This is an optimization exercise on Yosys and OpenROAD, whose aim is small area and a short achievable clock period, not a production implementation.
RTL that was checked went through simulation tests only; none was proved equivalent to the original.

==> module FFT_TOB, before the edit <==
module FFT_TOB (
  input  wire signed [15:0] Input_re,
  input  wire signed [15:0] Input_Im,
  input  wire               cordic_Valid,
  input  wire               clk,
  input  wire               rst,
  output wire signed [15:0] Output_FFT_Re,
  output wire signed [15:0] Output_FFT_Im,
  output wire               Data_Valid
);
  reg [3:0] p;
  reg       dv;
  always @(posedge clk or negedge rst)
    if (!rst) begin
      p  <= 4'd0;
      dv <= 1'b0;
    end else begin
      if (cordic_Valid) p <= p + 4'd1;
      if (p == 4'd14)   dv <= 1'b1;
    end
  assign Data_Valid = dv;
  wire p3 = p[3], p2 = p[2], p1 = p[1], p0 = p[0];
  wire first = (p == 4'd0);
  reg  p2is;                  
  wire last  = (p == 4'd15);
  reg [127:0] d1r, d1i;    
  reg [63:0]  d2r, d2i;    
  reg [31:0]  d3r, d3i;    
  reg [15:0]  d4r, d4i;    
  reg [15:0]  zr, zi;      
  reg [16:0]  y0, y1;      
  reg         yodp, yodn, yosp, yosn;
  wire yw1 = (p == 4'd4);
  wire yw3 = (p == 4'd6) | (p == 4'd8);
  wire yw9 = (p == 4'd10);
  wire yw2 = (p == 4'd0) | (p == 4'd5);
  wire yw6 = (p == 4'd2) | (p == 4'd9);
  wire yw4 = (p == 4'd1);
  reg [15:0]  ar, ai;      
  reg [15:0]  br, bi;      
  wire [15:0] xr = Input_re, xi = Input_Im;
  wire [15:0] r1r = d1r[127:112], r1i = d1i[127:112];
  wire [15:0] r2r = d2r[63:48],   r2i = d2i[63:48];
  wire [15:0] r3r = d3r[31:16],   r3i = d3i[31:16];
  wire [15:0] r4r = d4r,          r4i = d4i;
  wire [15:0] a1r, a1i, b1r, b1i;
  rca u_a1r (.a(r1r), .b(p3 ? xr : 16'd0), .ci(1'b0), .s(a1r));
  rca u_a1i (.a(r1i), .b(p3 ? xi : 16'd0), .ci(1'b0), .s(a1i));
  rca u_b1r (.a(r1r), .b(~xr), .ci(1'b1), .s(b1r));
  rca u_b1i (.a(r1i), .b(~xi), .ci(1'b1), .s(b1i));
  wire [15:0] s1r = a1r;
  wire [15:0] s1i = a1i;
  wire [15:0] w1r = p3 ? b1r : xr;
  wire [15:0] w1i = p3 ? b1i : xi;
  wire c2 = ~p3 & p2;
  wire [15:0] b2r, b2i, a2r, a2i;
  rca u_b2r (.a(r2r), .b(~(c2 ? r1i : s1r)),      .ci(1'b1), .s(b2r));
  rca u_b2i (.a(r2i), .b(c2 ? r1r : ~s1i),        .ci(~c2),  .s(b2i));
  wire [15:0] w2r = p2 ? b2r : s1r;
  wire [15:0] w2i = p2 ? b2i : s1i;
  rca u_a2r (.a(r2r), .b(s1r), .ci(1'b0), .s(a2r));
  rca u_a2i (.a(r2i), .b(s1i), .ci(1'b0), .s(a2i));
  wire [3:0]  q   = p + 4'd2;
  wire [15:0] t2r = d2r[31:16], t2i = d2i[31:16];
  wire [15:0] t1r = d1r[95:80], t1i = d1i[95:80];
  wire        qsw = ~q[3] & q[2];
  wire [15:0] yr, yi;
  rca u_yr (.a(t2r), .b(qsw ? t1i : 16'd0),  .ci(1'b0), .s(yr));
  rca u_yi (.a(t2i), .b(qsw ? ~t1r : 16'd0), .ci(qsw), .s(yi));
  wire qw1 = (q == 4'd5);
  wire qw3 = (q == 4'd7) | (q == 4'd9);
  wire qw9 = (q == 4'd11);
  wire qw2 = (q == 4'd1) | (q == 4'd6);
  wire qw6 = (q == 4'd3) | (q == 4'd10);
  wire qw4 = (q == 4'd2);
  wire [16:0] py0, py1;
  wire        podp, podn, posp, posn;
  tw_prep u_prep (.ar(yr), .ai(yi), .w1(qw1), .w3(qw3), .w9(qw9), .w2(qw2), .w6(qw6),
                  .y0(py0), .y1(py1), .od_p(podp), .od_n(podn), .os_p(posp), .os_n(posn));
  wire [15:0] er, ei;
  tw_mul u_mul (.y0(y0), .y1(y1), .w1(yw1), .w3(yw3), .w9(yw9), .w2(yw2), .w6(yw6),
                .od_p(yodp), .od_n(yodn), .os_p(yosp), .os_n(yosn), .zr(er), .zi(ei));
  wire ymul = yw1 | yw3 | yw9 | yw2 | yw6;
  wire        x3  = p3 & p2;
  wire [15:0] mr  = x3 ? a2r : zr;
  wire [15:0] mi  = x3 ? a2i : zi;
  wire [15:0] b3r, b3i;
  rca u_b3r (.a(r3r), .b(~mr), .ci(1'b1), .s(b3r));
  rca u_b3i (.a(r3i), .b(~mi), .ci(~p2is), .s(b3i));
  wire [15:0] w3r = p1 ? b3r : mr;
  wire [15:0] w3i = p1 ? b3i : mi;
  wire c5 = p0 & ~p1;
  wire [15:0] s3r, s3i, a3r, a3i, o4r, o4i, e4r, e4i, sumr, sumi, a8r, a8i;
  rca u_a3r (.a(r3r), .b(p1 ? zr : 16'd0), .ci(1'b0), .s(a3r));
  rca u_a3i (.a(r3i), .b(p1 ? zi : 16'd0), .ci(p2is), .s(a3i));
  wire [15:0] s3or = a3r;
  wire [15:0] s3oi = a3i;
  rca u_e4r (.a(r4r), .b(c5 ? r3i : s3or),  .ci(1'b0), .s(e4r));
  rca u_e4i (.a(r4i), .b(c5 ? ~r3r : s3oi), .ci(c5),   .s(e4i));
  assign o4r = p0 ? e4r : r4r;
  assign o4i = p0 ? e4i : r4i;
  out_add u_or (.acc(first ? 16'd0 : ar), .x(xr), .o(o4r), .last(last), .sum(sumr), .y(Output_FFT_Re));
  out_add u_oi (.acc(first ? 16'd0 : ai), .x(xi), .o(o4i), .last(last), .sum(sumi), .y(Output_FFT_Im));
  wire [15:0] i4r = c5 ? r3i : s3or;
  wire [15:0] b4r, b4i;
  rca u_b4r (.a(r4r), .b(~i4r), .ci(1'b1), .s(b4r));
  rca u_b4i (.a(r4i), .b(c5 ? r3r : ~s3oi), .ci(~c5), .s(b4i));
  rca u_a8r (.a(first ? 16'd0 : br), .b(xr ^ {16{p0}}), .ci(p0), .s(a8r));
  rca u_a8i (.a(first ? 16'd0 : bi), .b(xi ^ {16{p0}}), .ci(p0), .s(a8i));
  wire [15:0] w4r = last ? a8r : p0 ? b4r : s3or;
  wire [15:0] w4i = last ? a8i : p0 ? b4i : s3oi;
  always @(posedge clk) begin
    d1r <= {d1r[111:0], w1r};  d1i <= {d1i[111:0], w1i};
    d2r <= {d2r[47:0],  w2r};  d2i <= {d2i[47:0],  w2i};
    d3r <= {d3r[15:0],  w3r};  d3i <= {d3i[15:0],  w3i};
    d4r <= w4r;                d4i <= w4i;
    y0  <= py0;                y1  <= py1;
    p2is <= (p == 4'd1);
    yodp <= podp; yodn <= podn; yosp <= posp; yosn <= posn;
    zr  <= ymul ? er : yw4 ? y1[15:0] : y0[15:0];
    zi  <= ymul ? ei : yw4 ? ~y0[15:0] : y1[15:0];
    ar  <= sumr;               ai  <= sumi;
    br  <= a8r;                bi  <= a8i;
  end
endmodule
export LEC_CHECK = 0
export CAP_MARGIN = 20
export CORE_MARGIN = 2
export CORE_UTILIZATION = 40
export SLEW_MARGIN = 20
export SETUP_SLACK_MARGIN = 13.6
create_clock -name core_clock -period 27.0 [get_ports {clk}]
standard.sh (not shown) runs the stock make flow with config.mk's settings and CLKGATE_MAP_FILE= SYNTH_SCRIPT=/design/flow/synth_recipe.tcl, a recipe that flattens the netlist after the stock synthesis.
==> flow/flow/run.sh <==
#!/bin/bash
cp standard.sh standard_sh_copy.log
echo "export SETUP_SLACK_MARGIN = 13.6" >> config.mk
bash standard.sh > standard.log 2>&1
Edit:
--- a/flow/design.v
+++ b/flow/design.v
@@ -460,10 +460,10 @@
   wire [15:0] w3r = p1 ? b3r : mr;
   wire [15:0] w3i = p1 ? b3i : mi;
   wire c5 = p0 & ~p1;
   wire [15:0] s3r, s3i, a3r, a3i, o4r, o4i, e4r, e4i, sumr, sumi, a8r, a8i;
-  rca u_a3r (.a(r3r), .b(p1 ? zr : 16'd0), .ci(1'b0), .s(a3r));
-  rca u_a3i (.a(r3i), .b(p1 ? zi : 16'd0), .ci(p2is), .s(a3i));
+  rca u_a3r (.a(r3r), .b(zr), .ci(1'b0), .s(a3r));
+  rca u_a3i (.a(r3i), .b(zi), .ci(p2is), .s(a3i));
   wire [15:0] s3or = a3r;
   wire [15:0] s3oi = a3i;
   rca u_e4r (.a(r4r), .b(c5 ? r3i : s3or),  .ci(1'b0), .s(e4r));
   rca u_e4i (.a(r4i), .b(c5 ? ~r3r : s3oi), .ci(c5),   .s(e4i));
@@ -476,10 +476,10 @@
   rca u_b4r (.a(r4r), .b(~i4r), .ci(1'b1), .s(b4r));
   rca u_b4i (.a(r4i), .b(c5 ? r3r : ~s3oi), .ci(~c5), .s(b4i));
   rca u_a8r (.a(first ? 16'd0 : br), .b(xr ^ {16{p0}}), .ci(p0), .s(a8r));
   rca u_a8i (.a(first ? 16'd0 : bi), .b(xi ^ {16{p0}}), .ci(p0), .s(a8i));
-  wire [15:0] w4r = last ? a8r : p0 ? b4r : s3or;
-  wire [15:0] w4i = last ? a8i : p0 ? b4i : s3oi;
+  wire [15:0] w4r = last ? a8r : p0 ? b4r : p1 ? s3or : r3r;
+  wire [15:0] w4i = last ? a8i : p0 ? b4i : p1 ? s3oi : r3i;
   always @(posedge clk) begin
     d1r <= {d1r[111:0], w1r};  d1i <= {d1i[111:0], w1i};
     d2r <= {d2r[47:0],  w2r};  d2i <= {d2i[47:0],  w2i};
     d3r <= {d3r[15:0],  w3r};  d3i <= {d3i[15:0],  w3i};
Cell count rises by about 0.9%.
Utilization falls by 0.50 points.
Synthesized area rises by 1.4%.
Die area rises by 1.4%.
Worst setup slack is better by 500 ps.
Global-route usage rises by 0.20 points.
Design area rises by 0.56%.
Critical path depth falls by 1.
Synthesized cell count rises by about 1.6%.
No run of this note included a check of the RTL's function; only the layout flow was run.

---

Another version of the RTL of FFT_TOB (not shown whole).
Size in the first run: about 68 I/O pins, roughly 37,000 um^2 of cells after synthesis.
==> module FFT_TOB, before the edit <==
module FFT_TOB (
  input  wire signed [15:0] Input_re,
  input  wire signed [15:0] Input_Im,
  input  wire               cordic_Valid,
  input  wire               clk,
  input  wire               rst,
  output wire signed [15:0] Output_FFT_Re,
  output wire signed [15:0] Output_FFT_Im,
  output wire               Data_Valid
);
  reg [3:0] p;
  reg       dv;
  always @(posedge clk or negedge rst)
    if (!rst) begin
      p  <= 4'd0;
      dv <= 1'b0;
    end else begin
      if (cordic_Valid) p <= p + 4'd1;
      if (p == 4'd14)   dv <= 1'b1;
    end
  assign Data_Valid = dv;
  wire p3 = p[3], p2 = p[2], p1 = p[1], p0 = p[0];
  wire first = (p == 4'd0);
  wire last  = (p == 4'd15);
  reg [127:0] d1r, d1i;    
  reg [63:0]  d2r, d2i;    
  reg [31:0]  d3r, d3i;    
  reg [15:0]  d4r, d4i;    
  reg [15:0]  zr, zi;      
  reg [16:0]  y0, y1;      
  reg         yw1, yw3, yw9, yw2, yw6, yw4, yodp, yodn, yosp, yosn;
  reg [15:0]  ar, ai;      
  reg [15:0]  br, bi;      
  wire [15:0] xr = Input_re, xi = Input_Im;
  wire [15:0] r1r = d1r[127:112], r1i = d1i[127:112];
  wire [15:0] r2r = d2r[63:48],   r2i = d2i[63:48];
  wire [15:0] r3r = d3r[31:16],   r3i = d3i[31:16];
  wire [15:0] r4r = d4r,          r4i = d4i;
  wire [15:0] a1r, a1i, b1r, b1i;
  rca u_a1r (.a(r1r), .b(xr),  .ci(1'b0), .s(a1r));
  rca u_a1i (.a(r1i), .b(xi),  .ci(1'b0), .s(a1i));
  rca u_b1r (.a(r1r), .b(~xr), .ci(1'b1), .s(b1r));
  rca u_b1i (.a(r1i), .b(~xi), .ci(1'b1), .s(b1i));
  wire [15:0] s1r = p3 ? a1r : r1r;
  wire [15:0] s1i = p3 ? a1i : r1i;
  wire [15:0] w1r = p3 ? b1r : xr;
  wire [15:0] w1i = p3 ? b1i : xi;
  wire c2 = ~p3 & p2;
  wire [15:0] b2r, b2i, a2r, a2i;
  rca u_b2r (.a(r2r), .b(~(c2 ? r1i : s1r)),      .ci(1'b1), .s(b2r));
  rca u_b2i (.a(r2i), .b(c2 ? r1r : ~s1i),        .ci(~c2),  .s(b2i));
  wire [15:0] w2r = p2 ? b2r : s1r;
  wire [15:0] w2i = p2 ? b2i : s1i;
  rca u_a2r (.a(r2r), .b(s1r), .ci(1'b0), .s(a2r));
  rca u_a2i (.a(r2i), .b(s1i), .ci(1'b0), .s(a2i));
  wire [3:0]  q   = p + 4'd2;
  wire [15:0] t2r = d2r[31:16], t2i = d2i[31:16];
  wire [15:0] t1r = d1r[95:80], t1i = d1i[95:80];
  wire        qsw = ~q[3] & q[2];
  wire [15:0] yr, yi;
  rca u_yr (.a(t2r), .b(qsw ? t1i : 16'd0),  .ci(1'b0), .s(yr));
  rca u_yi (.a(t2i), .b(qsw ? ~t1r : 16'd0), .ci(qsw), .s(yi));
  wire qw1 = (q == 4'd5);
  wire qw3 = (q == 4'd7) | (q == 4'd9);
  wire qw9 = (q == 4'd11);
  wire qw2 = (q == 4'd1) | (q == 4'd6);
  wire qw6 = (q == 4'd3) | (q == 4'd10);
  wire qw4 = (q == 4'd2);
  wire [16:0] py0, py1;
  wire        podp, podn, posp, posn;
  tw_prep u_prep (.ar(yr), .ai(yi), .w1(qw1), .w3(qw3), .w9(qw9), .w2(qw2), .w6(qw6),
                  .y0(py0), .y1(py1), .od_p(podp), .od_n(podn), .os_p(posp), .os_n(posn));
  wire [15:0] er, ei;
  tw_mul u_mul (.y0(y0), .y1(y1), .w1(yw1), .w3(yw3), .w9(yw9), .w2(yw2), .w6(yw6),
                .od_p(yodp), .od_n(yodn), .os_p(yosp), .os_n(yosn), .zr(er), .zi(ei));
  wire ymul = yw1 | yw3 | yw9 | yw2 | yw6;
  wire [15:0] ny0;
  rca u_ny0 (.a(~y0[15:0]), .b(16'd0), .ci(1'b1), .s(ny0));
  wire        x3  = p3 & p2;
  wire [15:0] mr  = x3 ? a2r : zr;
  wire [15:0] mi  = x3 ? a2i : zi;
  wire [15:0] b3r, b3i;
  rca u_b3r (.a(r3r), .b(~mr), .ci(1'b1), .s(b3r));
  rca u_b3i (.a(r3i), .b(~mi), .ci(1'b1), .s(b3i));
  wire [15:0] w3r = p1 ? b3r : mr;
  wire [15:0] w3i = p1 ? b3i : mi;
  wire c5 = p0 & ~p1;
  wire [15:0] s3r, s3i, a3r, a3i, o4r, o4i, e4r, e4i, sumr, sumi, a8r, a8i;
  rca u_a3r (.a(r3r), .b(zr), .ci(1'b0), .s(a3r));
  rca u_a3i (.a(r3i), .b(zi), .ci(1'b0), .s(a3i));
  wire [15:0] s3or = p1 ? a3r : r3r;
  wire [15:0] s3oi = p1 ? a3i : r3i;
  rca u_e4r (.a(r4r), .b(c5 ? r3i : s3or),  .ci(1'b0), .s(e4r));
  rca u_e4i (.a(r4i), .b(c5 ? ~r3r : s3oi), .ci(c5),   .s(e4i));
  assign o4r = p0 ? e4r : r4r;
  assign o4i = p0 ? e4i : r4i;
  out_add u_or (.acc(first ? 16'd0 : ar), .x(xr), .o(o4r), .last(last), .sum(sumr), .y(Output_FFT_Re));
  out_add u_oi (.acc(first ? 16'd0 : ai), .x(xi), .o(o4i), .last(last), .sum(sumi), .y(Output_FFT_Im));
  wire [15:0] i4r = c5 ? r3i : s3or;
  wire [15:0] b4r, b4i;
  rca u_b4r (.a(r4r), .b(~i4r), .ci(1'b1), .s(b4r));
  rca u_b4i (.a(r4i), .b(c5 ? r3r : ~s3oi), .ci(~c5), .s(b4i));
  rca u_a8r (.a(first ? 16'd0 : br), .b(xr ^ {16{p0}}), .ci(p0), .s(a8r));
  rca u_a8i (.a(first ? 16'd0 : bi), .b(xi ^ {16{p0}}), .ci(p0), .s(a8i));
  wire [15:0] w4r = last ? a8r : p0 ? b4r : s3or;
  wire [15:0] w4i = last ? a8i : p0 ? b4i : s3oi;
  always @(posedge clk) begin
    d1r <= {d1r[111:0], w1r};  d1i <= {d1i[111:0], w1i};
    d2r <= {d2r[47:0],  w2r};  d2i <= {d2i[47:0],  w2i};
    d3r <= {d3r[15:0],  w3r};  d3i <= {d3i[15:0],  w3i};
    d4r <= w4r;                d4i <= w4i;
    y0  <= py0;                y1  <= py1;
    yw1 <= qw1; yw3 <= qw3; yw9 <= qw9; yw2 <= qw2; yw6 <= qw6; yw4 <= qw4;
    yodp <= podp; yodn <= podn; yosp <= posp; yosn <= posn;
    zr  <= ymul ? er : yw4 ? y1[15:0] : y0[15:0];
    zi  <= ymul ? ei : yw4 ? ny0 : y1[15:0];
    ar  <= sumr;               ai  <= sumi;
    br  <= a8r;                bi  <= a8i;
  end
endmodule
==> flow/config.mk <==
export PLATFORM = sky130hd
export DESIGN_NAME = FFT_TOB
export DESIGN_NICKNAME = FFT_TOB
export VERILOG_FILES = /design/flow/design.v
export SDC_FILE = /design/flow/constraint.sdc
export NUM_CORES = 4
export LEC_CHECK = 0
export CAP_MARGIN = 20
export CORE_MARGIN = 2
export CORE_UTILIZATION = 40
export CTS_BUF_LIST = sky130_fd_sc_hd__clkbuf_8 sky130_fd_sc_hd__clkbuf_16
export CTS_CLUSTER_DIAMETER = 120
export CTS_CLUSTER_SIZE = 25
export SLEW_MARGIN = 20
export SETUP_SLACK_MARGIN = 13.3
==> flow/constraint.sdc <==
create_clock -name core_clock -period 27.0 [get_ports {clk}]
set_input_delay 5.4000 -clock core_clock [delete_from_list [all_inputs] [get_ports {clk}]]
set_output_delay 5.4000 -clock core_clock [all_outputs]
set_load 0.01 [all_outputs]
==> flow/flow/run.sh <==
#!/bin/bash
cp standard.sh standard_sh_copy.log
echo "export SETUP_SLACK_MARGIN = 13.3" >> config.mk
bash standard.sh > standard.log 2>&1
Then changed:
--- a/flow/design.v
+++ b/flow/design.v
@@ -460,16 +460,16 @@
   rca u_a3i (.a(r3i), .b(zi), .ci(1'b0), .s(a3i));
   wire [15:0] s3or = p1 ? a3r : r3r;
   wire [15:0] s3oi = p1 ? a3i : r3i;
-  rca u_e4r (.a(r4r), .b(c5 ? r3i : s3or),  .ci(1'b0), .s(e4r));
-  rca u_e4i (.a(r4i), .b(c5 ? ~r3r : s3oi), .ci(c5),   .s(e4i));
+  rca u_e4r (.a(r4r), .b(c5 ? r3i : a3r),  .ci(1'b0), .s(e4r));
+  rca u_e4i (.a(r4i), .b(c5 ? ~r3r : a3i), .ci(c5),   .s(e4i));
   assign o4r = p0 ? e4r : r4r;
   assign o4i = p0 ? e4i : r4i;
   out_add u_or (.acc(first ? 16'd0 : ar), .x(xr), .o(o4r), .last(last), .sum(sumr), .y(Output_FFT_Re));
   out_add u_oi (.acc(first ? 16'd0 : ai), .x(xi), .o(o4i), .last(last), .sum(sumi), .y(Output_FFT_Im));
-  wire [15:0] i4r = c5 ? r3i : s3or;
+  wire [15:0] i4r = c5 ? r3i : a3r;
   wire [15:0] b4r, b4i;
   rca u_b4r (.a(r4r), .b(~i4r), .ci(1'b1), .s(b4r));
-  rca u_b4i (.a(r4i), .b(c5 ? r3r : ~s3oi), .ci(~c5), .s(b4i));
+  rca u_b4i (.a(r4i), .b(c5 ? r3r : ~a3i), .ci(~c5), .s(b4i));
   rca u_a8r (.a(first ? 16'd0 : br), .b(xr ^ {16{p0}}), .ci(p0), .s(a8r));
   rca u_a8i (.a(first ? 16'd0 : bi), .b(xi ^ {16{p0}}), .ci(p0), .s(a8i));
   wire [15:0] w4r = last ? a8r : p0 ? b4r : s3or;
- cell area is about the same
- sequential cell count stays the same
- count of clock-buffer cells in the layout stays the same
- core utilization goes up by 0.10 points
- setup slack gets better by 26 ps

[re-timing with driven ports]
Ports are ideal in the flow. The routed layouts listed here were re-timed in OpenROAD.
Step 1 (the two cells are an assumption about what drives the block):
set clk [get_ports {clk}]
set_driving_cell -lib_cell sky130_fd_sc_hd__clkbuf_16 $clk
set_driving_cell -lib_cell sky130_fd_sc_hd__buf_2 [delete_from_list [all_inputs] $clk]
Step 2 times the ports against the registers' clock, not the clock port: input delays grow and output delays shrink by t, the midpoint of the rising clock arrivals with the driver on.
Three values: no drivers, after step 1, after step 2; two values: the first two.
run | t, ns | slack for setup (ns) | hold slack, ns | worst setup path after step 2
the first run of note 1 | 0.683 | 12.844 / 12.776 / 13.443 | 0.319 / 0.319 / 0.319 | input to register
the second run of note 1 | 0.691 | 13.347 / 13.282 / 13.564 | 0.309 / 0.309 / 0.309 | input to register
the first run of note 2 | 0.669 | 13.366 / 13.335 / 13.335 | 0.315 / 0.315 / 0.315 | input to output
the second run of note 2 | 0.691 | 13.391 / 13.364 / 13.364 | 0.313 / 0.313 / 0.313 | input to output
After both steps every run listed still meets setup and hold. For the first run of note 2, which loses most, drivers alone change the setup slack by -0.031 ns; drivers and shift together by -0.031 ns.
